This is an optimization exercise on Yosys and OpenROAD, whose aim is small area, not a production implementation. Function was checked by simulation only, so behaviour that the tests miss may differ from the original. The flow treats the clock pin as an ideal source, which a real chip does not have. No activity file was given, so power comes from the tool's default toggle rates.

--- flow/config.mk ---
export PLATFORM = sky130hd
export DESIGN_NAME = I2CDevice
export DESIGN_NICKNAME = I2CDevice
export VERILOG_FILES = /design/flow/design.v
export SDC_FILE = /design/flow/constraint.sdc
export NUM_CORES = 4
export LEC_CHECK = 0
export CAP_MARGIN = 20
export CORE_MARGIN = 2
export CORE_UTILIZATION = 60
export CTS_BUF_LIST = sky130_fd_sc_hd__clkbuf_4 sky130_fd_sc_hd__clkbuf_8
export SLEW_MARGIN = 20
export SYNTH_HIERARCHICAL = 1
--- flow/constraint.sdc ---
create_clock -name core_clock -period 5.0 [get_ports {i_clk}]
set_input_delay 1.0000 -clock core_clock [delete_from_list [all_inputs] [get_ports {i_clk}]]
set_output_delay 1.0000 -clock core_clock [all_outputs]
set_load 0.01 [all_outputs]
--- flow/design.v ---
module DebounceFilter(
	input i_clk,
	input i_rst,
	input i_rst_n,
	input i_bouncy,
	output o_debounced);
	reg [22:0] r_count;
	reg r_state;
	wire [22:0] w_next;
	wire w_ne, w_term_n, w_clrn, w_clr, w_fb, w_sn, w_s;
	g_xor2 u_ne(.a(i_bouncy), .b(r_state), .y(w_ne));
	wire w_o0;
	g_nand4 u_o0(.a(r_count[4]), .b(r_count[5]), .c(r_count[8]), .d(r_count[9]), .y(w_o0));
	wire w_o1;
	g_nand4 u_o1(.a(r_count[10]), .b(r_count[11]), .c(r_count[14]), .d(r_count[16]), .y(w_o1));
	wire w_o2;
	g_nand3 u_o2(.a(r_count[17]), .b(r_count[18]), .c(r_count[21]), .y(w_o2));
	wire w_ones;
	g_nor3 u_ones(.a(w_o0), .b(w_o1), .c(w_o2), .y(w_ones));
	wire w_z0;
	g_nor4 u_z0(.a(r_count[6]), .b(r_count[7]), .c(r_count[12]), .d(r_count[13]), .y(w_z0));
	wire w_z1;
	g_nor4 u_z1(.a(r_count[15]), .b(r_count[19]), .c(r_count[20]), .d(r_count[22]), .y(w_z1));
	g_nand3 u_term(.a(w_ones), .b(w_z0), .c(w_z1), .y(w_term_n));
	g_nand3 u_clr(.a(i_rst_n), .b(w_ne), .c(w_term_n), .y(w_clr));
	g_inv u_clrn(.a(w_clr), .y(w_clrn));
	g_xor2 u_fb(.a(r_count[22]), .b(r_count[17]), .y(w_fb));
	g_nand2 u_n0(.a(w_fb), .b(w_clrn), .y(w_next[0]));
	g_nand2 u_n1(.a(r_count[0]), .b(w_clrn), .y(w_next[1]));
	g_nor2 u_n2(.a(r_count[1]), .b(w_clr), .y(w_next[2]));
	g_nand2 u_n3(.a(r_count[2]), .b(w_clrn), .y(w_next[3]));
	g_nand2 u_n4(.a(r_count[3]), .b(w_clrn), .y(w_next[4]));
	g_nor2 u_n5(.a(r_count[4]), .b(w_clr), .y(w_next[5]));
	g_nor2 u_n6(.a(r_count[5]), .b(w_clr), .y(w_next[6]));
	g_nand2 u_n7(.a(r_count[6]), .b(w_clrn), .y(w_next[7]));
	g_nor2 u_n8(.a(r_count[7]), .b(w_clr), .y(w_next[8]));
	g_nand2 u_n9(.a(r_count[8]), .b(w_clrn), .y(w_next[9]));
	g_nand2 u_n10(.a(r_count[9]), .b(w_clrn), .y(w_next[10]));
	g_nor2 u_n11(.a(r_count[10]), .b(w_clr), .y(w_next[11]));
	g_nand2 u_n12(.a(r_count[11]), .b(w_clrn), .y(w_next[12]));
	g_nor2 u_n13(.a(r_count[12]), .b(w_clr), .y(w_next[13]));
	g_nand2 u_n14(.a(r_count[13]), .b(w_clrn), .y(w_next[14]));
	g_nor2 u_n15(.a(r_count[14]), .b(w_clr), .y(w_next[15]));
	g_nor2 u_n16(.a(r_count[15]), .b(w_clr), .y(w_next[16]));
	g_nand2 u_n17(.a(r_count[16]), .b(w_clrn), .y(w_next[17]));
	g_nor2 u_n18(.a(r_count[17]), .b(w_clr), .y(w_next[18]));
	g_nor2 u_n19(.a(r_count[18]), .b(w_clr), .y(w_next[19]));
	g_nand2 u_n20(.a(r_count[19]), .b(w_clrn), .y(w_next[20]));
	g_nand2 u_n21(.a(r_count[20]), .b(w_clrn), .y(w_next[21]));
	g_nand2 u_n22(.a(r_count[21]), .b(w_clrn), .y(w_next[22]));
	g_mux2i u_sm(.a0(i_bouncy), .a1(r_state), .s(w_term_n), .y(w_sn));
	g_nor2 u_s(.a(w_sn), .b(i_rst), .y(w_s));
	always @(posedge i_clk)
	begin
		r_count <= w_next;
		r_state <= w_s;
	end
	assign o_debounced = r_state;
endmodule
module StateMachineI2C(
	input i_clk,
	input i_rst,
	input [3:0] i_data,
	input i_scl,
	input i_sda,
	output o_sda_oe,
	output o_sda_out,
	output [2:0] o_state);
	reg [2:0] r_state;
	reg [1:0] r_sda_sync, r_scl_sync;
	reg r_drive_en;
	reg r_sda_out;
	reg [3:0] r_count;
	wire [2:0] w_state;
	wire [3:0] w_count;
	wire w_drive_en, w_sda_out;
	SM_next next_inst(
		.a0(r_sda_sync[0]), .a1(r_sda_sync[1]), .k0(r_scl_sync[0]), .k1(r_scl_sync[1]),
		.b0(r_state[0]), .b1(r_state[1]), .b2(r_state[2]),
		.n0(r_count[0]), .n1(r_count[1]), .n2(r_count[2]), .n3(r_count[3]),
		.de(r_drive_en), .so(r_sda_out), .rst(i_rst), .sw(i_data),
		.nb(w_state), .nn(w_count), .nde(w_drive_en), .nso(w_sda_out));
	always @(posedge i_clk)
	begin
		r_state <= w_state;
		r_count <= w_count;
		r_drive_en <= w_drive_en;
		r_sda_out <= w_sda_out;
		r_sda_sync <= {r_sda_sync[0], i_sda};
		r_scl_sync <= {r_scl_sync[0], i_scl};
	end
	assign o_sda_oe = r_drive_en;
	assign o_sda_out = r_sda_out;
	assign o_state = r_state;
endmodule
module SM_next(a0, a1, k0, k1, b0, b1, b2, n0, n1, n2, n3, de, so, rst, sw, nb, nn, nde, nso);
  input a0;
  wire a0;
  input a1;
  wire a1;
  input k0;
  wire k0;
  input k1;
  wire k1;
  input b0;
  wire b0;
  input b1;
  wire b1;
  input b2;
  wire b2;
  input n0;
  wire n0;
  input n1;
  wire n1;
  input n2;
  wire n2;
  input n3;
  wire n3;
  input de;
  wire de;
  input so;
  wire so;
  input rst;
  wire rst;
  input [3:0] sw;
  wire [3:0] sw;
  output [2:0] nb;
  wire [2:0] nb;
  output [3:0] nn;
  wire [3:0] nn;
  output nde;
  wire nde;
  output nso;
  wire nso;
  wire _000_;
  wire _001_;
  wire _002_;
  wire _003_;
  wire _004_;
  wire _005_;
  wire _006_;
  wire _007_;
  wire _008_;
  wire _009_;
  wire _010_;
  wire _011_;
  wire _012_;
  wire _013_;
  wire _014_;
  wire _015_;
  wire _016_;
  wire _017_;
  wire _018_;
  wire _019_;
  wire _020_;
  wire _021_;
  wire _022_;
  wire _023_;
  wire _024_;
  wire _025_;
  wire _026_;
  wire _027_;
  wire _028_;
  wire _029_;
  wire _030_;
  wire _031_;
  wire _032_;
  wire _033_;
  wire _034_;
  wire _035_;
  wire _036_;
  wire _037_;
  wire _038_;
  wire _039_;
  wire _040_;
  wire _041_;
  wire _042_;
  wire _043_;
  wire _044_;
  wire _045_;
  wire _046_;
  wire _047_;
  wire _048_;
  wire _049_;
  wire _050_;
  wire _051_;
  wire _052_;
  wire _053_;
  wire _054_;
  wire _055_;
  wire _056_;
  wire _057_;
  wire _058_;
  wire _059_;
  wire _060_;
  wire _061_;
  c_clkinv _062_ (
    .A(n1),
    .Y(_000_)
  );
  c_clkinv _063_ (
    .A(n0),
    .Y(_001_)
  );
  c_clkinv _064_ (
    .A(n3),
    .Y(_002_)
  );
  c_clkinv _065_ (
    .A(b0),
    .Y(_003_)
  );
  c_clkinv _066_ (
    .A(b2),
    .Y(_004_)
  );
  c_clkinv _067_ (
    .A(k0),
    .Y(_005_)
  );
  c_clkinv _068_ (
    .A(n2),
    .Y(_006_)
  );
  c_clkinv _069_ (
    .A(b1),
    .Y(_007_)
  );
  c_clkinv _070_ (
    .A(de),
    .Y(_008_)
  );
  c_nand2 _071_ (
    .A(a0),
    .B(a1),
    .Y(_009_)
  );
  c_o21ai _072_ (
    .A1(a0),
    .A2(a1),
    .B1(_009_),
    .Y(_010_)
  );
  c_nand3 _073_ (
    .A(k1),
    .B(_005_),
    .C(_010_),
    .Y(_011_)
  );
  c_clkinv _074_ (
    .A(_011_),
    .Y(_012_)
  );
  c_nor2 _075_ (
    .A(_004_),
    .B(_012_),
    .Y(_013_)
  );
  c_nor2 _076_ (
    .A(k1),
    .B(_005_),
    .Y(_014_)
  );
  c_nor2 _077_ (
    .A(_003_),
    .B(_004_),
    .Y(_015_)
  );
  c_o211ai _078_ (
    .A1(b2),
    .A2(_014_),
    .B1(_002_),
    .C1(b0),
    .Y(_016_)
  );
  c_nor2 _079_ (
    .A(_013_),
    .B(_016_),
    .Y(_017_)
  );
  c_nand2 _080_ (
    .A(n0),
    .B(_017_),
    .Y(_018_)
  );
  c_nor2 _081_ (
    .A(_000_),
    .B(_018_),
    .Y(_019_)
  );
  c_nor2b _082_ (
    .A(_010_),
    .B_N(k1),
    .Y(_020_)
  );
  c_nand2 _083_ (
    .A(a1),
    .B(_020_),
    .Y(_021_)
  );
  c_clkinv _084_ (
    .A(_021_),
    .Y(_022_)
  );
  c_a211oi _085_ (
    .A1(_000_),
    .A2(_018_),
    .B1(_019_),
    .C1(_022_),
    .Y(nn[1])
  );
  c_nor2 _086_ (
    .A(_002_),
    .B(_013_),
    .Y(_023_)
  );
  c_clkinv _087_ (
    .A(_023_),
    .Y(_024_)
  );
  c_a21oi _088_ (
    .A1(_001_),
    .A2(_006_),
    .B1(a1),
    .Y(_025_)
  );
  c_a311oi _089_ (
    .A1(_001_),
    .A2(_006_),
    .A3(a1),
    .B1(b1),
    .C1(_025_),
    .Y(_026_)
  );
  c_a31oi _090_ (
    .A1(b0),
    .A2(_007_),
    .A3(_004_),
    .B1(_011_),
    .Y(_027_)
  );
  c_nand2 _091_ (
    .A(n2),
    .B(_019_),
    .Y(_028_)
  );
  c_a31oi _092_ (
    .A1(_017_),
    .A2(_026_),
    .A3(_028_),
    .B1(_027_),
    .Y(_029_)
  );
  c_a21oi _093_ (
    .A1(_026_),
    .A2(_029_),
    .B1(_018_),
    .Y(_030_)
  );
  c_o21ai _094_ (
    .A1(n0),
    .A2(_017_),
    .B1(_021_),
    .Y(_031_)
  );
  c_o22ai _095_ (
    .A1(_004_),
    .A2(_024_),
    .B1(_030_),
    .B2(_031_),
    .Y(nn[0])
  );
  c_o21ai _096_ (
    .A1(n2),
    .A2(_019_),
    .B1(_028_),
    .Y(_032_)
  );
  c_nor2 _097_ (
    .A(_022_),
    .B(_032_),
    .Y(nn[2])
  );
  c_nor2 _098_ (
    .A(_001_),
    .B(_007_),
    .Y(_033_)
  );
  c_nor2 _099_ (
    .A(_004_),
    .B(b1),
    .Y(_034_)
  );
  c_clkinv _100_ (
    .A(_034_),
    .Y(_035_)
  );
  c_a21oi _101_ (
    .A1(_004_),
    .A2(b1),
    .B1(_034_),
    .Y(_036_)
  );
  c_nor3 _102_ (
    .A(_008_),
    .B(_011_),
    .C(_036_),
    .Y(_037_)
  );
  c_clkinv _103_ (
    .A(_037_),
    .Y(_038_)
  );
  c_o21ai _104_ (
    .A1(_033_),
    .A2(_038_),
    .B1(_003_),
    .Y(_039_)
  );
  c_nor3 _105_ (
    .A(k1),
    .B(_005_),
    .C(a0),
    .Y(_040_)
  );
  c_a311oi _106_ (
    .A1(b2),
    .A2(b1),
    .A3(_040_),
    .B1(b0),
    .C1(_037_),
    .Y(_041_)
  );
  c_a21oi _107_ (
    .A1(_035_),
    .A2(_041_),
    .B1(_039_),
    .Y(_042_)
  );
  c_a21oi _108_ (
    .A1(_008_),
    .A2(so),
    .B1(_011_),
    .Y(_043_)
  );
  c_nor3 _109_ (
    .A(b2),
    .B(_007_),
    .C(_043_),
    .Y(_044_)
  );
  c_o21ai _110_ (
    .A1(_004_),
    .A2(_012_),
    .B1(_016_),
    .Y(_045_)
  );
  c_a2111oi _111_ (
    .A1(b0),
    .A2(_011_),
    .B1(_045_),
    .C1(_044_),
    .D1(_042_),
    .Y(_046_)
  );
  c_a21oi _112_ (
    .A1(_003_),
    .A2(_012_),
    .B1(de),
    .Y(_047_)
  );
  c_nor4 _113_ (
    .A(rst),
    .B(_022_),
    .C(_047_),
    .D(_046_),
    .Y(nde)
  );
  c_nand2 _114_ (
    .A(n3),
    .B(_013_),
    .Y(_048_)
  );
  c_a21oi _115_ (
    .A1(_028_),
    .A2(_048_),
    .B1(_022_),
    .Y(nn[3])
  );
  c_nor2 _116_ (
    .A(_003_),
    .B(_024_),
    .Y(_049_)
  );
  c_or2 _117_ (
    .A(rst),
    .B(_020_),
    .X(_050_)
  );
  c_o32ai _118_ (
    .A1(_041_),
    .A2(_050_),
    .A3(_049_),
    .B1(rst),
    .B2(_021_),
    .Y(nb[0])
  );
  c_nand2 _119_ (
    .A(so),
    .B(_029_),
    .Y(_051_)
  );
  c_nor2 _120_ (
    .A(_001_),
    .B(sw[0]),
    .Y(_052_)
  );
  c_nor2 _121_ (
    .A(n0),
    .B(sw[1]),
    .Y(_053_)
  );
  c_o22ai _122_ (
    .A1(_001_),
    .A2(sw[2]),
    .B1(n0),
    .B2(sw[3]),
    .Y(_054_)
  );
  c_o32a _123_ (
    .A1(_000_),
    .A2(_053_),
    .A3(_052_),
    .B1(n1),
    .B2(_054_),
    .X(_055_)
  );
  c_nand2 _124_ (
    .A(n2),
    .B(_015_),
    .Y(_056_)
  );
  c_o311ai _125_ (
    .A1(_011_),
    .A2(_056_),
    .A3(_055_),
    .B1(_021_),
    .C1(_051_),
    .Y(nso)
  );
  c_nor3 _126_ (
    .A(_004_),
    .B(_007_),
    .C(_014_),
    .Y(_057_)
  );
  c_nor3 _127_ (
    .A(_039_),
    .B(_044_),
    .C(_057_),
    .Y(_058_)
  );
  c_nor3 _128_ (
    .A(_003_),
    .B(_024_),
    .C(_007_),
    .Y(_059_)
  );
  c_nor3 _129_ (
    .A(_003_),
    .B(b1),
    .C(_023_),
    .Y(_060_)
  );
  c_nor4 _130_ (
    .A(_050_),
    .B(_060_),
    .C(_058_),
    .D(_059_),
    .Y(nb[1])
  );
  c_nor4 _131_ (
    .A(_057_),
    .B(_059_),
    .C(_042_),
    .D(_015_),
    .Y(_061_)
  );
  c_nor2 _132_ (
    .A(_050_),
    .B(_061_),
    .Y(nb[2])
  );
endmodule
module c_a2111oi(input A1, input A2, input B1, input C1, input D1, output Y); assign Y = (~A1&~B1&~C1&~D1) | (~A2&~B1&~C1&~D1); endmodule
module c_a211oi(input A1, input A2, input B1, input C1, output Y); assign Y = (~A1&~B1&~C1) | (~A2&~B1&~C1); endmodule
module c_a21oi(input A1, input A2, input B1, output Y); assign Y = (~A1&~B1) | (~A2&~B1); endmodule
module c_a311oi(input A1, input A2, input A3, input B1, input C1, output Y); assign Y = (~A1&~B1&~C1) | (~A2&~B1&~C1) | (~A3&~B1&~C1); endmodule
module c_a31oi(input A1, input A2, input A3, input B1, output Y); assign Y = (~A1&~B1) | (~A2&~B1) | (~A3&~B1); endmodule
module c_clkinv(input A, output Y); assign Y = (~A); endmodule
module c_nand2(input A, input B, output Y); assign Y = (~A) | (~B); endmodule
module c_nand3(input A, input B, input C, output Y); assign Y = (~A) | (~B) | (~C); endmodule
module c_nor2(input A, input B, output Y); assign Y = (~A&~B); endmodule
module c_nor2b(input A, input B_N, output Y); assign Y = (~A&B_N); endmodule
module c_nor3(input A, input B, input C, output Y); assign Y = (~A&~B&~C); endmodule
module c_nor4(input A, input B, input C, input D, output Y); assign Y = (~A&~B&~C&~D); endmodule
module c_o211ai(input A1, input A2, input B1, input C1, output Y); assign Y = (~A1&~A2) | (~B1) | (~C1); endmodule
module c_o21ai(input A1, input A2, input B1, output Y); assign Y = (~A1&~A2) | (~B1); endmodule
module c_o22ai(input A1, input A2, input B1, input B2, output Y); assign Y = (~B1&~B2) | (~A1&~A2); endmodule
module c_o311ai(input A1, input A2, input A3, input B1, input C1, output Y); assign Y = (~A1&~A2&~A3) | (~B1) | (~C1); endmodule
module c_o32a(input A1, input A2, input A3, input B1, input B2, output X); assign X = (A1&B1) | (A1&B2) | (A2&B1) | (A3&B1) | (A2&B2) | (A3&B2); endmodule
module c_o32ai(input A1, input A2, input A3, input B1, input B2, output Y); assign Y = (~A1&~A2&~A3) | (~B1&~B2); endmodule
module c_or2(input A, input B, output X); assign X = (A) | (B); endmodule
module I2CDevice(
	input i_clk,
	input i_rst,
	input [3:0] i_sw,
	input i_scl,
	input i_sda,
	output o_sda_oe,
	output o_sda_out,
	output [7:0] o_led);
	wire [3:0] w_sw;
	wire [2:0] w_state;
	wire w_rst_n;
	g_inv u_rst_n(.a(i_rst), .y(w_rst_n));
	StateMachineI2C state_inst(
		.i_clk(i_clk),
		.i_rst(i_rst),
		.i_data(w_sw),
		.i_scl(i_scl),
		.i_sda(i_sda),
		.o_sda_oe(o_sda_oe),
		.o_sda_out(o_sda_out),
		.o_state(w_state));
	DebounceFilter debounce_sw0(.i_clk(i_clk), .i_rst(i_rst), .i_rst_n(w_rst_n), .i_bouncy(i_sw[0]), .o_debounced(w_sw[0]));
	DebounceFilter debounce_sw1(.i_clk(i_clk), .i_rst(i_rst), .i_rst_n(w_rst_n), .i_bouncy(i_sw[1]), .o_debounced(w_sw[1]));
	DebounceFilter debounce_sw2(.i_clk(i_clk), .i_rst(i_rst), .i_rst_n(w_rst_n), .i_bouncy(i_sw[2]), .o_debounced(w_sw[2]));
	DebounceFilter debounce_sw3(.i_clk(i_clk), .i_rst(i_rst), .i_rst_n(w_rst_n), .i_bouncy(i_sw[3]), .o_debounced(w_sw[3]));
	assign o_led = {5'b00000, w_state};
endmodule
module g_inv(input a, output y); assign y = ~a; endmodule
module g_nand2(input a, input b, output y); assign y = ~(a & b); endmodule
module g_nor2(input a, input b, output y); assign y = ~(a | b); endmodule
module g_nand3(input a, input b, input c, output y); assign y = ~(a & b & c); endmodule
module g_nor3(input a, input b, input c, output y); assign y = ~(a | b | c); endmodule
module g_nand4(input a, input b, input c, input d, output y); assign y = ~(a & b & c & d); endmodule
module g_nor4(input a, input b, input c, input d, output y); assign y = ~(a | b | c | d); endmodule
module g_and4(input a, input b, input c, input d, output y); assign y = a & b & c & d; endmodule
module g_xor2(input a, input b, output y); assign y = a ^ b; endmodule
module g_xnor2(input a, input b, output y); assign y = ~(a ^ b); endmodule
module g_mux2i(input a0, input a1, input s, output y); assign y = ~(s ? a1 : a0); endmodule
--- flow/flow/run.sh ---
#!/bin/bash
# Standard ORFS layout (the standard.sh, standard synthesis unchanged) with
# area-oriented knobs: minimum-size port buffers, combinational cells downsized
# before repair_design, no CTS dummy loads, clock buffers downsized after CTS
# where the clock slew allows, and power (area) recovery after
# global routing. The full log of each ORFS step is in orfs/logs/; this
# script's own output is in standard_flow.log.
set -euo pipefail
export BUFFER_PORTS_ARGS="-buffer_cell sky130_fd_sc_hd__buf_1"
export PRE_RESIZE_TCL="$PWD/flow/downsize.tcl"
export CTS_ARGS="-sink_clustering_enable -repair_clock_nets -dont_use_dummy_load -buf_list {sky130_fd_sc_hd__clkbuf_2 sky130_fd_sc_hd__clkbuf_4 sky130_fd_sc_hd__clkbuf_8} -sink_clustering_size 8 -sink_clustering_max_diameter 25"
export POST_CTS_TCL="$PWD/flow/clock_downsize.tcl"
export CLK_SLEW_TARGET=0.120
export RECOVER_POWER=100
bash standard.sh > standard_flow.log 2>&1
--- flow/flow/clock_downsize.tcl ---
set target 0.100
if {[info exists ::env(CLK_SLEW_TARGET)]} { set target $::env(CLK_SLEW_TARGET) }
set sizes {sky130_fd_sc_hd__clkbuf_1 sky130_fd_sc_hd__clkbuf_2 sky130_fd_sc_hd__clkbuf_4 sky130_fd_sc_hd__clkbuf_8 sky130_fd_sc_hd__clkbuf_16}
estimate_parasitics -placement

proc clk_worst_slew {} {
  set w 0.0
  foreach p [get_pins -hierarchical */CLK] {
    set s [get_property $p slew_max]
    if {$s > $w} { set w $s }
  }
  foreach b $::clk_tree_bufs {
    set s [get_property [get_pins $b/A] slew_max]
    if {$s > $w} { set w $s }
  }
  return $w
}

# clock-tree buffers: clkbufs whose output drives flip-flop CLK pins or other clkbufs
set ::clk_tree_bufs {}
foreach inst [get_cells *] {
  if {![string match "sky130_fd_sc_hd__clkbuf_*" [get_property $inst ref_name]]} { continue }
  set b [get_full_name $inst]
  set isclk 0
  foreach p [get_pins -of_objects [get_nets -of_objects [get_pins $b/X]]] {
    set pn [get_full_name $p]
    if {$pn eq "$b/X"} { continue }
    if {[string match "*/CLK" $pn]} { set isclk 1 }
    if {[string match "sky130_fd_sc_hd__clkbuf_*" [get_property [get_cells -of_objects $p] ref_name]]} { set isclk 1 }
  }
  if {$isclk} { lappend ::clk_tree_bufs $b }
}
set bufs $::clk_tree_bufs
puts "clock_downsize: start worst clock slew [clk_worst_slew]"
set changed 0
foreach b [lreverse $bufs] {
  set orig [get_property [get_cells $b] ref_name]
  foreach c $sizes {
    if {$c eq $orig} { break }
    replace_cell $b $c
    if {[clk_worst_slew] <= $target} { incr changed; break }
    replace_cell $b $orig
  }
}
puts "clock_downsize: resized $changed buffers, worst clock slew [clk_worst_slew]"
--- flow/flow/downsize.tcl ---
# Area recovery before repair_design: give every combinational cell the
# smallest drive strength of its own function (same cell family), skipping
# flip-flops, clock cells, tap/fill cells and don't-use cells. repair_design,
# which runs next, upsizes or buffers again wherever slew or capacitance
# needs it, and timing repair follows later in the flow.
set db [ord::get_db]
set block [[$db getChip] getBlock]
set dont_use [split $::env(DONT_USE_CELLS)]
set masters {}
foreach lib [$db getLibs] {
  foreach m [$lib getMasters] {
    dict set masters [$m getName] $m
  }
}
set n 0
foreach inst [$block getInsts] {
  set m [$inst getMaster]
  set name [$m getName]
  if {![regexp {^(sky130_fd_sc_hd__[a-z0-9]+)_([0-9]+)$} $name -> base drv]} { continue }
  if {[regexp {df|dl|clk|tap|fill|decap|conb|probe|lpflow|sdf|buf} $base]} { continue }
  set best $name
  set bestw [$m getWidth]
  dict for {cn cm} $masters {
    if {![regexp "^${base}_\[0-9\]+\$" $cn]} { continue }
    if {[lsearch -exact $dont_use $cn] >= 0} { continue }
    if {[$cm getWidth] < $bestw} { set best $cn; set bestw [$cm getWidth] }
  }
  if {$best ne $name} {
    replace_cell [$inst getName] $best
    incr n
  }
}
puts "downsize: resized $n instances"
--- flow/standard.sh ---
#!/bin/bash
# synth_recipe.tcl (not shown) runs the flow's synth.tcl, then flattens the netlist and writes it again
# the make line also repeats each setting of config.mk as NAME=value (left out here)
make -C /OpenROAD-flow-scripts/flow DESIGN_CONFIG=/design/flow/config.mk WORK_HOME=/design/flow/orfs CLKGATE_MAP_FILE= SYNTH_SCRIPT=/design/flow/synth_recipe.tcl "${@:-finish}"
==> results of run 1 <==
## worst max-delay path, delay by kind of cell (launching register included)
kind	cells	cell delay, ns
flops	1	0.36
simple gates	6	0.94
compound gates	4	0.72
buf+inv	1	0.16
## flip-flops by register name, summed over array words and instances (netlist names)
register,count
debounce_sw0.r_count,23
debounce_sw1.r_count,23
debounce_sw2.r_count,23
debounce_sw3.r_count,23
state_inst.r_count,4
state_inst.r_state,3
state_inst.r_scl_sync,2
state_inst.r_sda_sync,2
debounce_sw0.r_state,1
debounce_sw1.r_state,1
debounce_sw2.r_state,1
debounce_sw3.r_state,1
state_inst.r_drive_en,1
state_inst.r_sda_out,1
## cells in the mapped netlist (all sizes together)
| master | n |
|---|---|
| a2111oi | 1 |
| o32a | 1 |
| xor2 | 8 |
| a21oi | 7 |
| nor2b | 1 |
| nor3 | 11 |
| nand2 | 59 |
| a211oi | 1 |
| inv | 19 |
| o32ai | 1 |
| mux2i | 4 |
| a311oi | 2 |
| o311ai | 1 |
| or2 | 1 |
| nand4 | 8 |
| o22ai | 2 |
| a31oi | 2 |
| o211ai | 1 |
| nor4 | 11 |
| nor2 | 57 |
| dfxtp | 109 |
| conb | 1 |
| buf | 5 |
| nand3 | 13 |
| o21ai | 5 |
## cell type report
class	count	area [sq um]
Fill cell	491	2049
Timing Repair Buffer	12	45.04
Multi-Input combinational cell	202	969.7
Tap cell	72	90.09
Inverter	19	71.32
Sequential cell	109	2182
Clock buffer	9	98.84
## worst min-delay path by stage
stage	start	endpoint	slack, ns
floorplan	state_inst.r_scl_sync[0]	state_inst.r_scl_sync[1]	0.33
global placement	state_inst.r_scl_sync[0]	state_inst.r_scl_sync[1]	0.34
detailed placement	state_inst.r_scl_sync[0]	state_inst.r_scl_sync[1]	0.34
global route	state_inst.r_scl_sync[0]	state_inst.r_scl_sync[1]	0.35
finish	state_inst.r_scl_sync[0]	state_inst.r_scl_sync[1]	0.35
## per-module statistics from Yosys, one instance, submodules excluded, excerpt
| module | cells | area [sq um] | flip-flops and latches | times used |
|---|---|---|---|---|
| c_o22ai | 1 | 6.256 | 0 | 2 |
| g_nand4 | 1 | 6.256 | 0 | 8 |
| StateMachineI2C | 13 | 260.2 | 13 | 1 |
| c_a2111oi | 1 | 15.01 | 0 | 1 |
| g_nor3 | 1 | 10.01 | 0 | 4 |
| g_xor2 | 1 | 8.758 | 0 | 8 |
| c_a31oi | 1 | 6.256 | 0 | 2 |
## cells by family (layout without fill, tap and decap cells)
family          Yosys count  count (layout)  share of synthesized area, %
mux                       4               4                         1.168
other cells               1               5                        0.1094
compound gates           24              24                         5.951
flops                   109             109                         63.67
simple gates            161             161                         23.88
buf+inv                  24              40                         3.177
xor+xnor                  8               8                         2.045
## power by group through the flow
| stage | registers [uW] | clock network (uW) | logic, uW |
|---|---|---|---|
| 2_1_floorplan | 935 | 0 | 54.9 |
| 6_report | 917 | 367 | 61.7 |
| 3_3_place_gp | 939 | 0 | 69.9 |
| 5_1_grt | 921 | 413 | 70.8 |
| 3_5_place_dp | 936 | 0 | 62.0 |
## layer usage
| layer | vias up | part of all wire [%] | track usage (%) |
|---|---|---|---|
| li1 | 1124 | - | - |
| met1 | 1010 | 50 | 25.24 |
| met2 | 42 | 44 | 28.91 |
| met3 | 11 | 4.3 | 7.014 |
| met4 | 0 | 1.6 | 7.586 |
| met5 | - | 0 | 0 |
## per-stage QoR
stage	utilization [%]	setup slack, ns
finish	62.78	2.781
floorplan	-	2.848
detailed placement	60.99	2.568
global route	62.78	2.436
global placement	64.28	2.497
==> results.txt, run 1 <==
Reg2Reg Depth 11; worst reg-to-reg setup slack 2.78 ns; largest cells by area after synthesis dfxtp_1 64%, nand2_1 6.5%, nor2_1 6.2%, nor4_2 4.0%, nor3_2 3.2%; Clock transition at path regs around 0.11 ns; Worst Setup Path Type reg2reg; status finished clean; initial core utilization around 62%; Final Wtd Congestion a little over 0.8; CTS tree built; TNS Setup 0 ns; most frequent cells in the layout 109 x dfxtp_1, 59 x nand2_1, 57 x nor2_1; synthesized area per cell slightly above 10 sq um; Post-DP HPWL 3692 um; Pleak 0.001343 uW; Final Cycle Share between 40% and 50%; placed cells 414; Gate power share 4.6%; Sequential Power Share 68.1%; Max Cap Viol 0; Int Pwr 1045 uW; die height 79.58 um; Synth top area share a little under two thirds; Routed WL per cell 12.90 um; final std cells w/o fill approximately 420; number of global-route vias before repair 2080; Sw Ratio between 20% and 30%; vias between 2000 and 2500; die area between 6000 and 7000 sq um; Tot Pwr approximately 1300 uW; Yosys warning total 8; fraction of layout instances using a drive strength above 1 roughly 2.6%; Max Clk Rate ~450 MHz; cells along the critical path o21ai_0 -> nand3_1 -> inv_1 -> nor2_1 -> nor2_1 -> nand2_1 -> nor2_1 -> nand2_1 -> a31oi_1 -> a21oi_1 -> o22ai_1; P_sw 300.9 uW; Core Region between 5000 and 6000 sq um; Final nets approximately 360; clock latency on the worst-skew pair around 0.44 ns; CP endpoint kind flip-flop; vias per cell 5.170; Total Wirelength around 5500 um; total power per unit cell area 389.3 nW/um^2; # rows 27; Area after DPL about 3400 sq um; GRT Resource Usage Total 19.24%; CP Launch Type flip-flop; Antenna diodes 0; Gate Count Post-Synth around 330; clk_skew between 0.03 and 0.04 ns; Hold Slack about 0.35 ns; # setup viols final 0; #FFs+latches synth 109; Critical R2R Launch state_inst.r_sda_sync[1]; largest net degree at the start of global routing 19; most common cell after layout, fill and taps aside dfxtp_1; Clock power frac 27.3%; design area approximately 3500 sq um; RSZ-0062 raised after global routing false; fin crit period between 2 and 2.5 ns; initial antenna violation count 0; max-slew violations 0; final number of hold-violating endpoints 0; worst-path maximum fanout 6; first-pass detailed-route iteration total 4; Critical Path End state_inst.r_count[0]; most used cell, CP nor2_1; cell area after synthesis 3427 sq um; Layout area overhead 0.8764%; sequential share of the synthesized area roughly 64%; initial drt markers 102; dominant cell type by area after synthesis dfxtp_1; Clock Sinks 109; Antenna Nets Post-Route 0; CP arrival around 2.6 ns; Worst Hold Depth 0; Residual DRC 0; CP Data Required Time approximately 5.4 ns; Slowest-stage cell, CP dfxtp_1; Max VDD drop around 0.24 mV; Hold WC Path Type reg2reg; die width approximately 80 um; worst r2r dst state_inst.r_count[0]; CP peak stage delay 0.36 ns; first-pass GRT wire length 9280 um; GRT overflow 0; CP startpoint state_inst.r_sda_sync[1]; IO Pins 18; IO Port Bufs 12; Yosys cell types 25
==> run 2, diff against run 1 <==
--- a/flow/flow/run.sh
+++ b/flow/flow/run.sh
@@ -8,7 +8,7 @@
 set -euo pipefail
 export BUFFER_PORTS_ARGS="-buffer_cell sky130_fd_sc_hd__buf_1"
 export PRE_RESIZE_TCL="$PWD/flow/downsize.tcl"
-export CTS_ARGS="-sink_clustering_enable -repair_clock_nets -dont_use_dummy_load -buf_list {sky130_fd_sc_hd__clkbuf_2 sky130_fd_sc_hd__clkbuf_4 sky130_fd_sc_hd__clkbuf_8} -sink_clustering_size 8 -sink_clustering_max_diameter 25"
+export CTS_ARGS="-sink_clustering_enable -repair_clock_nets -dont_use_dummy_load -buf_list {sky130_fd_sc_hd__clkbuf_4 sky130_fd_sc_hd__clkbuf_8}"
 export POST_CTS_TCL="$PWD/flow/clock_downsize.tcl"
 export CLK_SLEW_TARGET=0.120
 export RECOVER_POWER=100
--- a/flow/config.mk
+++ b/flow/config.mk
@@ -7,7 +7,8 @@
 export LEC_CHECK = 0
 export CAP_MARGIN = 20
 export CORE_MARGIN = 2
-export CORE_UTILIZATION = 60
+export CORE_UTILIZATION = 80
 export CTS_BUF_LIST = sky130_fd_sc_hd__clkbuf_4 sky130_fd_sc_hd__clkbuf_8
+export PLACE_DENSITY = 0.85
 export SLEW_MARGIN = 20
 export SYNTH_HIERARCHICAL = 1
==> results.txt, run 2 <==
IO Port Bufs 12 (unchanged); Worst Setup Path Type reg2reg; Clock Sinks 109 (unchanged); Clock power frac 26.8% (-0.5 points); largest net degree at the start of global routing 19 (unchanged); Residual DRC 0 (unchanged); die width 69.45 um (-13%); Final Cycle Share 46.28% (+1.9 points); most common cell after layout, fill and taps aside dfxtp_1; Yosys warning total 8 (unchanged); CP top delay family simple AND/OR/NAND/NOR gates; final number of hold-violating endpoints 0 (unchanged); Worst Hold Depth 0 (unchanged); CTS tree built; Pleak 0.001343 uW (unchanged); Reg2Reg Depth 11 (unchanged); Antenna Nets Post-Route 0 (unchanged); Synth top area share 63.67% (unchanged); Yosys cell types 25 (unchanged); die height 69.45 um (-13%); cells along the critical path o21ai_0 -> nand3_1 -> inv_1 -> nor2_1 -> nor2_1 -> nand2_1 -> nor2_1 -> nand2_1 -> a31oi_1 -> a21oi_1 -> o22ai_1; Critical R2R Launch state_inst.r_sda_sync[1]; fin crit period 2.314 ns (+0.09498 ns); initial drt markers 169 (+66%); #FFs+latches synth 109 (unchanged); Slowest-stage cell, CP dfxtp_1; Buffers & Inverters on Critical Path 1 (unchanged); Max Clk Rate 432.1 MHz (-4.1%); cell area after synthesis 3427 sq um (unchanged); Sw Ratio 22.09% (-0.27 points); status finished clean; vias per cell 5.716 (+11%); most numerous cell in the Yosys netlist dfxtp_1; RSZ-0062 raised after global routing false; initial core utilization 84.46% (+22 points); vias 2292 (+4.8%); CP Launch Type flip-flop; first-pass detailed-route iteration total 4 (unchanged); fill count 243 (-51%); largest cells by area after synthesis dfxtp_1 64%, nand2_1 6.5%, nor2_1 6.2%, nor4_2 4.0%, nor3_2 3.2%; Post-synth top flop dfxtp_1; Int Pwr 1045 uW (about the same); GRT Resource Usage Total 26.95% (+7.7 points); multi-input combinational cell area 969.7 sq um (unchanged); CP peak stage delay 0.35 ns (about the same); Max VDD drop 0.4242 mV (+73%); Antenna diodes 0 (unchanged); Final nets 361 (unchanged); # rows 23 (-15%); Sequential Power Share 68.4% (+0.3 points); first-pass GRT wire length 10070 um (+8.6%); Post-DP HPWL 4230 um (+15%); worst hold start state_inst.r_scl_sync[0]; die area 4823 sq um (-24%); worst r2r dst state_inst.r_count[0]; Area after DPL 3331 sq um (-0.82%); TNS Setup 0 ns (unchanged); Max Cap Viol 0 (unchanged); worst setup slack after layout 2.686 ns (-0.09498 ns); Post-synth EDFFs 0 (unchanged); IO Pins 18 (unchanged); total power per unit cell area 391.0 nW/um^2 (+0.45%); max-slew violations 0 (unchanged); worst-path maximum fanout 6 (unchanged); Final Wtd Congestion 0.8399 (+3.4%); synth cell count leaders 109 x dfxtp_1, 59 x nand2_1, 57 x nor2_1; dominant cell type by area after synthesis dfxtp_1; Hold WC Path Type reg2reg; P_sw 296.2 uW (-1.5%); CP Data Required Time 5.37 ns (about the same); Routed WL per cell 14.92 um (+16%); Total Wirelength 5981 um (+9.6%); FFs w/ async S/R, synth 0% (unchanged); initial antenna violation count 0 (unchanged); worst reg-to-reg setup slack 2.69 ns (-0.09 ns); CP endpoint kind flip-flop; number of global-route vias before repair 2305 (+11%); fraction of layout instances using a drive strength above 1 2.564% (unchanged); CP arrival 2.68 ns (+0.09 ns); Clock transition at path regs 0.10 ns (about the same); Core Region 4058 sq um (-26%); GRT overflow 0 (unchanged); Gate Count Post-Synth 331 (unchanged); most used cell, CP nor2_1; clock latency on the worst-skew pair 0.43 ns (about the same); clk_skew 0.02751 ns (-0.006055 ns); Gate power share 4.7% (about the same); most frequent cells in the layout 109 x dfxtp_1, 59 x nand2_1, 57 x nor2_1; synthesized area per cell 10.35 sq um (unchanged); Layout area overhead 0.07304%; dpl ws 2.540 ns (-0.02825 ns); design area 3430 sq um (-0.80%); sequential share of the synthesized area 63.67% (unchanged); WHS Endpoint state_inst.r_scl_sync[1]; register area 2182 sq um (unchanged); # setup viols final 0 (unchanged)
==> run 2: worst max path at each step <==
stage,start,end,cells past startpoint
final,state_inst.r_sda_sync[1],state_inst.r_count[0],11
after global routing,state_inst.r_sda_sync[1],state_inst.r_count[0],11
after detailed placement,i_rst,debounce_sw2.r_count[9],5
after global placement,state_inst.r_sda_sync[1],state_inst.r_count[0],12
after floorplan,state_inst.r_sda_sync[1],state_inst.r_count[0],12
==> run 2: cells by family (layout without fill, tap and decap cells) <==
kind of cell / count (synthesis) / count (layout) / synth area share (%)
XOR/XNOR: 8 / 8 / 2.045
buffers and inverters: 24 / 40 / 3.177
AND/OR/NAND/NOR: 161 / 161 / 23.88
AO/OA/AOI/OAI: 24 / 24 / 5.951
other: 1 / 5 / 0.1094
multiplexers: 4 / 4 / 1.168
flip-flops: 109 / 109 / 63.67
==> run 2: layout make-up <==
type | count | area share [%]
clock buffer | 9 | 2.882
inverter | 19 | 2.080
multi-input combinational | 202 | 28.27
sequential | 109 | 63.63
tap | 50 | 1.824
timing repair buffer | 12 | 1.313
==> run 2: per-module statistics from Yosys (local to each module, per instance), a selection <==
module,area [sq um],flops+latches
c_nor2b,13.76,0
g_nand4,6.256,0
g_nand2,3.754,0
c_nor4,12.51,0
c_o32ai,16.27,0
c_nand2,3.754,0
g_nand3,5.005,0
c_o211ai,12.51,0
c_a311oi,8.758,0
==> run 2: per-layer routing <==
layer	vias up	GRT usage (%)	routed length (um)
li1	1127	-	-
met1	1072	30.81	2596
met2	72	44.02	2847
met3	21	10.90	337
met4	0	12.85	199
met5	-	0	0
==> run 2: through the flow <==
step,instances,hold WS [ns],power (uW),utilization (%)
2_1_floorplan,335,0.3308,990.2,-
3_3_place_gp,392,0.3344,1006,86.56
3_5_place_dp,392,0.3515,999.2,82.08
5_1_grt,401,0.3721,1390,84.52
6_report,401,0.3660,1341,84.52
==> run 2: power groups by stage <==
stage          Clock (uW)  Sequential (uW)  Combinational [uW]
6_report              360              918                63.2
3_3_place_gp            0              938                67.8
3_5_place_dp            0              937                62.3
5_1_grt               397              921                72.2
2_1_floorplan           0              935                54.9
==> run 3, diff against run 2 <==
--- a/flow/config.mk
+++ b/flow/config.mk
@@ -7,8 +7,7 @@
 export LEC_CHECK = 0
 export CAP_MARGIN = 20
 export CORE_MARGIN = 2
-export CORE_UTILIZATION = 80
+export CORE_UTILIZATION = 60
 export CTS_BUF_LIST = sky130_fd_sc_hd__clkbuf_4 sky130_fd_sc_hd__clkbuf_8
-export PLACE_DENSITY = 0.85
 export SLEW_MARGIN = 20
 export SYNTH_HIERARCHICAL = 1
==> results.txt, run 3 <==
number of global-route vias before repair 2080 (-9.8%); final number of hold-violating endpoints 0 (unchanged); Total Wirelength 5457 um (-8.8%); Antenna Nets Post-Route 0 (unchanged); Worst Setup Path Type reg2reg; Post-synth EDFFs 0 (unchanged); CP peak stage delay 0.36 ns (about the same); Clock transition at path regs 0.11 ns (about the same); Core Region 5507 sq um (+36%); CP Data Required Time 5.37 ns (about the same); max-slew violations 0 (unchanged); TNS Setup 0 ns (unchanged); die width 79.58 um (+15%); most common cell after layout, fill and taps aside dfxtp_1; first-pass GRT wire length 9280 um (-7.9%); most frequent cells in the layout 109 x dfxtp_1, 59 x nand2_1, 57 x nor2_1; clk_skew 0.03356 ns (+0.006055 ns); Post-synth top flop dfxtp_1; IO Port Bufs 12 (unchanged); RSZ-0062 raised after global routing false; synth cell count leaders 109 x dfxtp_1, 59 x nand2_1, 57 x nor2_1; Hold Slack 0.3515 ns (-0.01444 ns); CP top delay family simple AND/OR/NAND/NOR gates; initial core utilization 62.24% (-22 points); most used cell, CP nor2_1; Final Cycle Share 44.38% (-1.9 points); Max VDD drop 0.2450 mV (-42%); die area 6332 sq um (+31%); design area 3457 sq um (+0.80%); Layout area overhead 0.8764%; vias 2187 (-4.6%); first-pass detailed-route iteration total 4 (unchanged); Final Wtd Congestion 0.8125 (-3.3%); Area after DPL 3358 sq um (+0.83%); dominant cell type by area after synthesis dfxtp_1; IO Pins 18 (unchanged); CTS tree built; Synth top area share 63.67% (unchanged); GRT overflow 0 (unchanged); FFs w/ async S/R, synth 0% (unchanged); fin crit period 2.219 ns (-0.09498 ns); Max Clk Rate 450.6 MHz (+4.3%); GRT Resource Usage Total 19.24% (-7.7 points); vias per cell 5.170 (-9.5%); Max Cap Viol 0 (unchanged); Residual DRC 0 (unchanged); Post-DP HPWL 3692 um (-13%); initial drt markers 102 (-40%); fraction of layout instances using a drive strength above 1 2.564% (unchanged); Gate Count Post-Synth 331 (unchanged); status finished clean; #FFs+latches synth 109 (unchanged); cell area after synthesis 3427 sq um (unchanged); Yosys warning total 8 (unchanged); Buffers & Inverters on Critical Path 1 (unchanged); Antenna diodes 0 (unchanged); sequential share of the synthesized area 63.67% (unchanged); Hold WC Path Type reg2reg; Pleak 0.001343 uW (unchanged); CP arrival 2.59 ns (-0.09 ns); clock latency on the worst-skew pair 0.44 ns (about the same); cells along the critical path o21ai_0 -> nand3_1 -> inv_1 -> nor2_1 -> nor2_1 -> nand2_1 -> nor2_1 -> nand2_1 -> a31oi_1 -> a21oi_1 -> o22ai_1; worst-path maximum fanout 6 (unchanged); Final nets 361 (unchanged); largest net degree at the start of global routing 19 (unchanged); synthesized area per cell 10.35 sq um (unchanged); most numerous cell in the Yosys netlist dfxtp_1; initial antenna violation count 0 (unchanged); # setup viols final 0 (unchanged); Yosys cell types 25 (unchanged); Routed WL per cell 12.90 um (-14%); fill count 491 (+100%); total power per unit cell area 389.3 nW/um^2 (-0.45%); CP endpoint kind flip-flop; largest cells by area after synthesis dfxtp_1 64%, nand2_1 6.5%, nor2_1 6.2%, nor4_2 4.0%, nor3_2 3.2%; # rows 27 (+17%); Clock Sinks 109 (unchanged); die height 79.58 um (+15%); CP Launch Type flip-flop; Slowest-stage cell, CP dfxtp_1
-- run 3: cell counts after synthesis --
Identical to the previous run, type by type.
-- run 3: per-module statistics from Yosys, one instance, submodules excluded, excerpt --
module           area [sq um]  cells inside  times used
DebounceFilter          480.5            24           4
I2CDevice               41.29             6           1
StateMachineI2C         260.2            13           1
c_a2111oi               15.01             1           1
c_a311oi                8.758             1           2
c_clkinv                3.754             1          14
c_nor2b                 13.76             1           1
c_nor4                  12.51             1           3
c_o21ai                 5.005             1           5
c_o22ai                 6.256             1           2
c_o311ai                8.758             1           1
c_or2                   6.256             1           1
g_inv                   3.754             1           5
g_nor2                  3.754             1          44
g_xor2                  8.758             1           8
-- run 3: final timing paths --
check	depth (start not counted)	startpoint	endpoint	slack (ns)
max	11	state_inst.r_sda_sync[1]	state_inst.r_count[0]	2.78
min	0	state_inst.r_scl_sync[0]	state_inst.r_scl_sync[1]	0.35
max reg2reg	11	state_inst.r_sda_sync[1]	state_inst.r_count[0]	2.78
min reg2reg	0	state_inst.r_scl_sync[0]	state_inst.r_scl_sync[1]	0.35
-- run 3: report_power, final --
group	total (uW)	switching, uW	internal, uW
Sequential	917	19.3	898
Clock	367	241	127
Combinational	61.7	40.9	20.7
-- run 3: area by class of cell --
cell class	count	area [sq um]	area share, %
Sequential cell	109	2182	63.12
Multi-Input combinational cell	202	969.7	28.05
Clock buffer	9	98.84	2.859
Tap cell	72	90.09	2.606
Inverter	19	71.32	2.063
Timing Repair Buffer	12	45.04	1.303
-- run 3: per-stage QoR --
| stage | std cells | utilization (%) | worst slack [ns] | total power [uW] |
|---|---|---|---|---|
| finish | 423 | 62.78 | 2.781 | 1346 |
| floorplan | 335 | - | 2.848 | 990.2 |
| global placement | 414 | 64.28 | 2.497 | 1009 |
| global route | 423 | 62.78 | 2.436 | 1404 |
| detailed placement | 414 | 60.99 | 2.568 | 998.1 |
-- run 3: cells by family after synthesis --
logic type | synth area share, %
simple gates | 23.88
flops | 63.67
compound gates | 5.951
buf+inv | 3.177
xor+xnor | 2.045
mux | 1.168
other cells | 0.1094
-- run 3: metal layers --
layer	global-route usage [%]	vias to the layer above	share of wire, %
met5	0	-	0
li1	-	1124	-
met1	25.24	1010	50
met4	7.586	0	1.6
met3	7.014	11	4.3
met2	28.91	42	44
==> run 4, diff against run 3 <==
--- a/flow/flow/run.sh
+++ b/flow/flow/run.sh
@@ -8,7 +8,7 @@
 set -euo pipefail
 export BUFFER_PORTS_ARGS="-buffer_cell sky130_fd_sc_hd__buf_1"
 export PRE_RESIZE_TCL="$PWD/flow/downsize.tcl"
-export CTS_ARGS="-sink_clustering_enable -repair_clock_nets -dont_use_dummy_load -buf_list {sky130_fd_sc_hd__clkbuf_4 sky130_fd_sc_hd__clkbuf_8}"
+export CTS_ARGS="-sink_clustering_enable -repair_clock_nets -dont_use_dummy_load -buf_list {sky130_fd_sc_hd__clkbuf_4 sky130_fd_sc_hd__clkbuf_8} -sink_clustering_size 12 -sink_clustering_max_diameter 40 -sink_clustering_buffer sky130_fd_sc_hd__clkbuf_4 -sink_clustering_levels 1"
 export POST_CTS_TCL="$PWD/flow/clock_downsize.tcl"
 export CLK_SLEW_TARGET=0.120
 export RECOVER_POWER=100
==> results.txt, run 4 <==
CTS tree built; Max Clk Rate 450.6 MHz (unchanged); Clock power frac 27.3% (about the same); die width 79.58 um (unchanged); RSZ-0062 raised after global routing false; Final Cycle Share 44.38% (unchanged); Post-synth top flop dfxtp_1; final std cells w/o fill 423 (unchanged); Core Region 5507 sq um (unchanged); first-pass GRT wire length 9280 um (unchanged); Hold Slack 0.3515 ns (unchanged); grt met2 use 28.91% (unchanged); Buffers & Inverters on Critical Path 1 (unchanged); vias 2187 (unchanged); Residual DRC 0 (unchanged); GRT Resource Usage Total 19.24% (unchanged); cell area after synthesis 3427 sq um (unchanged); CP endpoint kind flip-flop; FFs w/ async S/R, synth 0% (unchanged); IO Port Bufs 12 (unchanged); clock latency on the worst-skew pair 0.44 ns (about the same); Yosys cell types 25 (unchanged); Clock transition at path regs 0.11 ns (about the same); worst hold start state_inst.r_scl_sync[0]; Reg2Reg Depth 11 (unchanged); Synth Area in Compound Gates 5.951% (unchanged); peak-usage layer in the global routing report met2; Gate Count Post-Synth 331 (unchanged); largest net degree at the start of global routing 19 (unchanged); most used cell, CP nor2_1; Crit path depth 11 (unchanged); Antenna Nets Post-Route 0 (unchanged); CP Launch Type flip-flop; Pleak 0.001343 uW (unchanged); synthesized area per cell 10.35 sq um (unchanged); Worst Hold Depth 0 (unchanged); post-synthesis simple-gate area fraction 23.88% (unchanged); initial core utilization 62.24% (unchanged); total power per unit cell area 389.3 nW/um^2 (unchanged); Layout area overhead 0.8764% (unchanged); die area 6332 sq um (unchanged); P_sw 300.9 uW (unchanged); IO Pins 18 (unchanged); Sequential Power Share 68.1% (about the same); TNS Setup 0 ns (unchanged); Total Wirelength 5457 um (unchanged); Antenna diodes 0 (unchanged); Gate power share 4.6% (about the same); CP peak stage delay 0.36 ns (about the same); # setup viols final 0 (unchanged); first-pass detailed-route iteration total 4 (unchanged); clk_skew 0.03356 ns (unchanged); Post-synth EDFFs 0 (unchanged); synth cell count leaders 109 x dfxtp_1, 59 x nand2_1, 57 x nor2_1; GRT overflow 0 (unchanged); multiplexer share of the synthesized area 1.168% (unchanged); WHS Endpoint state_inst.r_scl_sync[1]; Routed WL per cell 12.90 um (unchanged); most numerous cell in the Yosys netlist dfxtp_1; Area after DPL 3358 sq um (unchanged); Slowest-stage cell, CP dfxtp_1; worst setup slack after layout 2.781 ns (unchanged); max-slew violations 0 (unchanged); synthesized-area fraction occupied by adder cells 0% (unchanged); Critical R2R Launch state_inst.r_sda_sync[1]; cells along the critical path o21ai_0 -> nand3_1 -> inv_1 -> nor2_1 -> nor2_1 -> nand2_1 -> nor2_1 -> nand2_1 -> a31oi_1 -> a21oi_1 -> o22ai_1; CP arrival 2.59 ns (about the same); dpl ws 2.568 ns (unchanged); final number of hold-violating endpoints 0 (unchanged); number of global-route vias before repair 2080 (unchanged); Hold WC Path Type reg2reg; most frequent cells in the layout 109 x dfxtp_1, 59 x nand2_1, 57 x nor2_1; Final nets 361 (unchanged); fin crit period 2.219 ns (unchanged); placed cells 414 (unchanged); sequential share of the synthesized area 63.67% (unchanged); Sw Ratio 22.36% (unchanged); worst r2r dst state_inst.r_count[0]; Clock Sinks 109 (unchanged); largest cells by area after synthesis dfxtp_1 64%, nand2_1 6.5%, nor2_1 6.2%, nor4_2 4.0%, nor3_2 3.2%; met1 Track Usage GR 25.24% (unchanged); fraction of layout instances using a drive strength above 1 2.564% (unchanged); design area 3457 sq um (unchanged); status finished clean; most common cell after layout, fill and taps aside dfxtp_1; CP Data Required Time 5.37 ns (about the same); Max Cap Viol 0 (unchanged); dominant cell type by area after synthesis dfxtp_1; Post-DP HPWL 3692 um (unchanged); die height 79.58 um (unchanged); Final Wtd Congestion 0.8125 (unchanged); Yosys warning total 8 (unchanged); Int Pwr 1045 uW (unchanged); worst-path maximum fanout 6 (unchanged); # rows 27 (unchanged); CP top delay family simple AND/OR/NAND/NOR gates; initial antenna violation count 0 (unchanged); vias per cell 5.170 (unchanged); Worst Setup Path Type reg2reg; Post-Synth XOR/XNOR Area 2.045% (unchanged); Max VDD drop 0.2450 mV (unchanged); Synth top area share 63.67% (unchanged); worst reg-to-reg setup slack 2.78 ns (about the same); main combinational cell family by area after synthesis simple AND/OR/NAND/NOR gates; initial drt markers 102 (unchanged); GR Layer Usage met3 7.014% (unchanged); #FFs+latches synth 109 (unchanged)
[run 4: worst max-delay path by stage]
| stage | slack (ns) | start | end |
|---|---|---|---|
| finish | 2.78 | state_inst.r_sda_sync[1] | state_inst.r_count[0] |
| global placement | 2.50 | state_inst.r_sda_sync[1] | state_inst.r_count[0] |
| global route | 2.44 | state_inst.r_sda_sync[1] | state_inst.r_count[0] |
| floorplan | 2.85 | state_inst.r_sda_sync[1] | state_inst.r_count[0] |
| detailed placement | 2.57 | i_rst | debounce_sw2.r_count[12] |
[run 4: logic make-up (layout without fill, tap and decap cells)]
family                    Yosys count  after routing
DFF                               109            109
AOI/OAI and AO/OA                  24             24
xor gates and xnor gates            8              8
other                               1              5
and+or+nand+nor                   161            161
buffers and inverters              24             40
muxes                               4              4
[run 4: cell type report]
cell class                 count  area [sq um]
clock buffer                   9         98.84
fill                         491          2049
inverter                      19         71.32
multi-input combinational    202         969.7
sequential                   109          2182
tap                           72         90.09
timing repair buffer          12         45.04
[run 4: worst register-to-register path, cell delays in order (launching register included)]
cell and delay, ns:
dfxtp_1 0.36, o21ai_0 0.22, nand3_1 0.24, inv_1 0.16
nor2_1 0.09, nor2_1 0.18, nand2_1 0.12, nor2_1 0.19
nand2_1 0.12, a31oi_1 0.24, a21oi_1 0.10, o22ai_1 0.16
[run 4: per-module statistics from Yosys, one instance, submodules excluded, a selection]
| module | copies in the design | cells |
|---|---|---|
| c_o32ai | 1 | 1 |
| c_nor3 | 7 | 1 |
| I2CDevice | 1 | 6 |
| DebounceFilter | 4 | 24 |
| c_a311oi | 2 | 1 |
| c_a2111oi | 1 | 1 |
| g_nand4 | 8 | 1 |
[run 4: power by group through the flow]
stage / logic, uW / registers, uW / clock network, uW
2_1_floorplan: 54.9 / 935 / 0
3_3_place_gp: 69.9 / 939 / 0
3_5_place_dp: 62.0 / 936 / 0
5_1_grt: 70.8 / 921 / 413
6_report: 61.7 / 917 / 367
[run 4: per-stage QoR]
stage	power (uW)	utilization, %
6_report	1346	62.78
5_1_grt	1404	62.78
3_5_place_dp	998.1	60.99
3_3_place_gp	1009	64.28
2_1_floorplan	990.2	-
[run 4: metal layers]
metal | part of all wire, % | wire, um | up-vias
met5 | 0 | 0 | -
met2 | 44 | 2386 | 42
li1 | - | - | 1124
met1 | 50 | 2753 | 1010
met4 | 1.6 | 85 | 0
met3 | 4.3 | 232 | 11
==> run 5, diff against run 4 <==
==> flow/flow/run.sh (replaced) <==
#!/bin/bash
# Standard ORFS layout (the standard.sh, standard synthesis unchanged) with
# area-oriented knobs: minimum-size port buffers, combinational cells downsized
# before repair_design, no CTS dummy loads, the clock tree's leaves
# re-partitioned after CTS into clusters of at most 11 flip-flops with every
# clock buffer downsized as far as the clock slew allows, and power (area) recovery after
# global routing. The full log of each ORFS step is in orfs/logs/; this
# script's own output is in standard_flow.log.
set -euo pipefail
export BUFFER_PORTS_ARGS="-buffer_cell sky130_fd_sc_hd__buf_1"
export PRE_RESIZE_TCL="$PWD/flow/downsize.tcl"
export CTS_ARGS="-sink_clustering_enable -repair_clock_nets -dont_use_dummy_load -buf_list {sky130_fd_sc_hd__clkbuf_4 sky130_fd_sc_hd__clkbuf_8}"
export POST_CTS_TCL="$PWD/flow/clock_rebalance.tcl"
export CLK_LEAF_CAP=11
export CLK_SLEW_TARGET=0.120
export RECOVER_POWER=100
export SKIP_REPAIR_TIE_FANOUT=1
bash standard.sh > standard_flow.log 2>&1
==> flow/flow/clock_rebalance.tcl (new file) <==
set cap 11
if {[info exists ::env(CLK_LEAF_CAP)]} { set cap $::env(CLK_LEAF_CAP) }
set target 0.120
if {[info exists ::env(CLK_SLEW_TARGET)]} { set target $::env(CLK_SLEW_TARGET) }
set sizes {sky130_fd_sc_hd__clkbuf_1 sky130_fd_sc_hd__clkbuf_2 sky130_fd_sc_hd__clkbuf_4 sky130_fd_sc_hd__clkbuf_8 sky130_fd_sc_hd__clkbuf_16}
set block [ord::get_db_block]
set dbu [$block getDefUnits]

proc is_clkbuf {inst} { return [string match "sky130_fd_sc_hd__clkbuf_*" [get_property $inst ref_name]] }
proc inst_xy {name} {
  set i [sta::sta_to_db_inst [get_cells $name]]
  set bb [$i getBBox]
  return [list [expr {([$bb xMin] + [$bb xMax]) / 2.0}] [expr {([$bb yMin] + [$bb yMax]) / 2.0}]]
}

# leaves: clkbufs driving flip-flop CLK pins; root net: the net driving their inputs
set leaves {}
set sinks {}
set rootnet ""
foreach inst [get_cells *] {
  if {![is_clkbuf $inst]} { continue }
  set b [get_full_name $inst]
  set out [get_nets -of_objects [get_pins $b/X]]
  set ck {}
  foreach p [get_pins -of_objects $out] {
    if {[string match "*/CLK" [get_full_name $p]]} { lappend ck [get_full_name $p] }
  }
  if {[llength $ck] == 0} { continue }
  lappend leaves $b
  foreach p $ck { lappend sinks $p }
  set rn [get_full_name [get_nets -of_objects [get_pins $b/A]]]
  if {$rootnet eq ""} { set rootnet $rn } elseif {$rootnet ne $rn} { puts "clock_rebalance: leaves on different nets, skipped"; return }
}
set n [llength $sinks]
set k [expr {($n + $cap - 1) / $cap}]
puts "clock_rebalance: $n clock pins, [llength $leaves] leaves, target $k leaves of at most $cap"
if {$k <= [llength $leaves]} { set k [llength $leaves] }

# sink locations
set sx {}; set sy {}
foreach p $sinks {
  set i [sta::sta_to_db_inst [get_cells -of_objects [get_pins $p]]]
  set bb [$i getBBox]
  set xy [list [expr {([$bb xMin] + [$bb xMax]) / 2.0}] [expr {([$bb yMin] + [$bb yMax]) / 2.0}]]
  lappend sx [lindex $xy 0]; lappend sy [lindex $xy 1]
}
# initial centres: existing leaves, then the sinks farthest from all centres
set cx {}; set cy {}
foreach b $leaves { set xy [inst_xy $b]; lappend cx [lindex $xy 0]; lappend cy [lindex $xy 1] }
while {[llength $cx] < $k} {
  set best -1; set bd -1
  for {set i 0} {$i < $n} {incr i} {
    set d 1e30
    foreach x $cx y $cy { set e [expr {abs($x - [lindex $sx $i]) + abs($y - [lindex $sy $i])}]; if {$e < $d} { set d $e } }
    if {$d > $bd} { set bd $d; set best $i }
  }
  lappend cx [lindex $sx $best]; lappend cy [lindex $sy $best]
}
# capacitated k-means (greedy assignment by distance)
for {set it 0} {$it < 20} {incr it} {
  set pairs {}
  for {set i 0} {$i < $n} {incr i} {
    for {set c 0} {$c < $k} {incr c} {
      lappend pairs [list [expr {abs([lindex $cx $c] - [lindex $sx $i]) + abs([lindex $cy $c] - [lindex $sy $i])}] $i $c]
    }
  }
  set pairs [lsort -real -index 0 $pairs]
  set assign [lrepeat $n -1]; set cnt [lrepeat $k 0]
  foreach pr $pairs {
    lassign $pr d i c
    if {[lindex $assign $i] >= 0 || [lindex $cnt $c] >= $cap} { continue }
    lset assign $i $c; lset cnt $c [expr {[lindex $cnt $c] + 1}]
  }
  set nx [lrepeat $k 0.0]; set ny [lrepeat $k 0.0]
  for {set i 0} {$i < $n} {incr i} {
    set c [lindex $assign $i]
    lset nx $c [expr {[lindex $nx $c] + [lindex $sx $i]}]; lset ny $c [expr {[lindex $ny $c] + [lindex $sy $i]}]
  }
  for {set c 0} {$c < $k} {incr c} {
    if {[lindex $cnt $c] > 0} {
      lset cx $c [expr {[lindex $nx $c] / [lindex $cnt $c]}]; lset cy $c [expr {[lindex $ny $c] / [lindex $cnt $c]}]
    }
  }
}
puts "clock_rebalance: cluster sizes $cnt"

# leaf buffers: the existing ones for the first clusters, new ones for the rest
set bufs $leaves
set nets {}
foreach b $leaves { lappend nets [get_full_name [get_nets -of_objects [get_pins $b/X]]] }
set db [ord::get_db]
set rootdbnet [$block findNet $rootnet]
for {set c [llength $leaves]} {$c < $k} {incr c} {
  set b "clkbuf_leaf_rb_$c"; set nn "clknet_leaf_rb_$c"
  set inst [odb::dbInst_create $block [$db findMaster sky130_fd_sc_hd__clkbuf_8] $b]
  set net [odb::dbNet_create $block $nn]
  $net setSigType CLOCK
  [$inst findITerm A] connect $rootdbnet
  [$inst findITerm X] connect $net
  lappend bufs $b; lappend nets $nn
}
# rewire the clock pins
for {set i 0} {$i < $n} {incr i} {
  set p [lindex $sinks $i]
  set old [get_full_name [get_nets -of_objects [get_pins $p]]]
  set new [lindex $nets [lindex $assign $i]]
  if {$old ne $new} {
    set it [[sta::sta_to_db_inst [get_cells -of_objects [get_pins $p]]] findITerm CLK]
    $it disconnect
    $it connect [$block findNet $new]
  }
}
# all leaves at the largest leaf size while placing; sized down below
foreach b $leaves { replace_cell $b sky130_fd_sc_hd__clkbuf_8 }
# place every leaf at its cluster's centre, then legalise
for {set c 0} {$c < $k} {incr c} {
  set b [lindex $bufs $c]
  place_inst -name $b -location [list [expr {[lindex $cx $c] / $dbu}] [expr {[lindex $cy $c] / $dbu}]] -status PLACED
}
detailed_placement
estimate_parasitics -placement

proc leaf_slew {b} {
  set w 0.0
  foreach p [get_pins -of_objects [get_nets -of_objects [get_pins $b/X]]] {
    if {[string match "*/CLK" [get_full_name $p]]} { set s [get_property $p slew_max]; if {$s > $w} { set w $s } }
  }
  return $w
}
# smallest size per leaf (only downsizing, so placement stays legal)
foreach b $bufs {
  set orig [get_property [get_cells $b] ref_name]
  foreach c $sizes {
    if {$c eq $orig} { break }
    replace_cell $b $c
    if {[leaf_slew $b] <= $target} { break }
    replace_cell $b $orig
  }
  puts [format "clock_rebalance: %s %s slew %.4f" $b [get_property [get_cells $b] ref_name] [leaf_slew $b]]
}
# root: smallest size keeping every leaf within target
set root [get_full_name [get_cells -of_objects [lindex [get_pins -of_objects [get_nets $rootnet] -filter "direction==output"] 0]]]
if {[is_clkbuf [get_cells $root]]} {
  set orig [get_property [get_cells $root] ref_name]
  foreach c $sizes {
    if {$c eq $orig} { break }
    replace_cell $root $c
    set ok 1
    foreach b $bufs { if {[leaf_slew $b] > $target} { set ok 0 } }
    if {$ok} { break }
    replace_cell $root $orig
  }
  puts "clock_rebalance: root $root [get_property [get_cells $root] ref_name]"
}
detailed_placement
check_placement
removed: flow/flow/clock_downsize.tcl
==> results.txt, run 5 <==
Yosys warning total 8 (unchanged); cell area after synthesis 3427 sq um (unchanged); Routed WL per cell 12.67 um (-1.8%); Worst Tran Pin Value a little under 0.6 ns; die width 79.58 um (unchanged); CP Data Required Time 4.00 ns (-1.37 ns); Clock transition at path regs 0.12 ns (about the same); synthesized area per cell 10.35 sq um (unchanged); relative slew slack about three fifths; CP Launch Type flip-flop; Post-DP HPWL 3654 um (-1.0%); number of global-route vias before repair 2050 (-1.4%); Clock Sinks 109 (unchanged); Final Wtd Congestion 0.7797 (-4.0%); vias 2165 (-1.0%); Max Clk Rate 409.4 MHz (-9.1%); RSZ-0062 raised after global routing false; CP top delay family flip-flops; Yosys cell types 25 (unchanged); CP peak stage delay 0.48 ns (+0.12 ns); Pleak 0.001322 uW (-1.5%); most frequent cells in the layout 109 x dfxtp_1, 59 x nand2_1, 57 x nor2_1; die height 79.58 um (unchanged); Antenna Nets Post-Route 0 (unchanged); die area 6332 sq um (unchanged); Core Region 5507 sq um (unchanged); fin crit period 2.442 ns (+0.2233 ns); initial drt markers 80 (-22%); Gate Count Post-Synth 331 (unchanged); largest cells by area after synthesis dfxtp_1 64%, nand2_1 6.5%, nor2_1 6.2%, nor4_2 4.0%, nor3_2 3.2%; first-pass detailed-route iteration total 4 (unchanged); CTS tree built; final number of hold-violating endpoints 0 (unchanged); initial antenna violation count 0 (unchanged); fraction of layout instances using a drive strength above 1 2.865% (+0.30 points); Tot Pwr 1303 uW (-3.2%); Buffers & Inverters on Critical Path 1 (unchanged); Slowest-stage cell, CP dfxtp_1; #FFs+latches synth 109 (unchanged); total power per unit cell area 380.9 nW/um^2 (-2.2%); sequential share of the synthesized area 63.67% (unchanged); fill count 502 (+2.2%); # setup viols final 0 (unchanged); Worst Setup Path Type reg2out; Max Cap Viol 0 (unchanged); CP endpoint kind output pin; Layout area overhead -0.1461%; most common cell after layout, fill and taps aside dfxtp_1; Total Wirelength 5336 um (-2.2%); synth cell count leaders 109 x dfxtp_1, 59 x nand2_1, 57 x nor2_1; Final nets 359 (-0.55%); Hold Slack 0.3038 ns (-0.04771 ns); GRT overflow 0 (unchanged); CP arrival 1.44 ns (-1.15 ns); worst reg-to-reg setup slack 2.74 ns (-0.04 ns); dominant cell type by area after synthesis dfxtp_1; clock latency on the worst-skew pair 0.78 ns (+0.34 ns); FFs w/ async S/R, synth 0% (unchanged); IO Pins 18 (unchanged); worst-path maximum fanout 7 (+1); Hold WC Path Type in2reg; largest net degree at the start of global routing 14 (-5); Post-synth EDFFs 0 (unchanged); vias per cell 5.143 (-0.54%); Final Cycle Share 48.85% (+4.5 points); # rows 27 (unchanged); IO Port Bufs 12 (unchanged); TNS Setup 0 ns (unchanged); first-pass GRT wire length 9225 um (-0.59%); status finished clean; GRT Resource Usage Total 19.37% (+0.13 points); most numerous cell in the Yosys netlist dfxtp_1; Synth top area share 63.67% (unchanged); clk_skew 0.01257 ns (-0.02099 ns); Residual DRC 0 (unchanged); max-slew violations 0 (unchanged); Antenna diodes 0 (unchanged); Post-synth top flop dfxtp_1; initial core utilization 62.24% (unchanged); Max VDD drop 0.2423 mV (-1.1%); cells along the critical path buf_1
run 5: Yosys stat by module (local to each module, per instance), a selection:
| module | flip-flops and latches | cells | copies in the design | area (sq um) |
|---|---|---|---|---|
| c_o32a | 0 | 1 | 1 | 10.01 |
| c_o21ai | 0 | 1 | 5 | 5.005 |
| g_nand2 | 0 | 1 | 52 | 3.754 |
| c_nand3 | 0 | 1 | 1 | 5.005 |
| g_nand3 | 0 | 1 | 12 | 5.005 |
| g_xor2 | 0 | 1 | 8 | 8.758 |
| StateMachineI2C | 13 | 13 | 1 | 260.2 |
| c_nor4 | 0 | 1 | 3 | 12.51 |
| c_nand2 | 0 | 1 | 7 | 3.754 |
run 5: kinds of logic (layout without fill, tap and decap cells):
kind of cell | count (synthesis) | count (layout) | share of synthesized area (%)
simple gates | 161 | 161 | 23.88
flops | 109 | 109 | 63.67
compound gates | 24 | 24 | 5.951
buf+inv | 24 | 42 | 3.177
xor+xnor | 8 | 8 | 2.045
mux | 4 | 4 | 1.168
other cells | 1 | 1 | 0.1094
run 5: where the power goes:
part	internal, uW	switching, uW
registers	898	18.4
logic	20.8	41.1
clock network	94.2	231
run 5: layout make-up, clock buffers not listed:
class,count,area (sq um),area share [%]
plain buffers,2,15.01,0.4388
well taps,72,90.09,2.633
flip-flops and latches,109,2182,63.77
inverters,19,71.32,2.084
repair buffers,12,45.04,1.316
multi-input cells,198,954.7,27.90
run 5: metrics by stage:
step                setup slack [ns]  std cells  util [%]  area, sq um
floorplan                      2.848        331         -         3427
global placement               2.528        410     64.01         3525
detailed placement             2.549        410     60.71         3343
global route                   2.330        421     62.14         3422
finish                         2.558        421     62.14         3422
run 5: path summary, 6_finish.rpt:
check,from,end,cells past startpoint
worst max-delay path,state_inst.r_state[1],o_led[1],1
worst min-delay path,i_scl,state_inst.r_scl_sync[0],1
worst max register to register,state_inst.r_sda_sync[1],state_inst.r_count[0],11
worst min register to register,state_inst.r_scl_sync[0],state_inst.r_scl_sync[1],0
run 5: layer usage:
layer  track usage, %  wire length, um  vias to the layer above  share of wire, %
met5                0                0                        -                 0
li1                 -                -                     1121                 -
met3            9.389              218                        6               4.1
met2            27.48             2307                       37                43
met1            25.18             2705                     1001                51
met4            7.931              105                        0               2.0

Re-timed with assumed drivers on the ports (clkbuf_16 on the clock, buf_2 on other inputs), run 5 has 2.529 ns of setup slack against 2.558 ns with ideal ports, and 2.555 ns once port delays also move by the mid clock arrival of 0.802 ns.
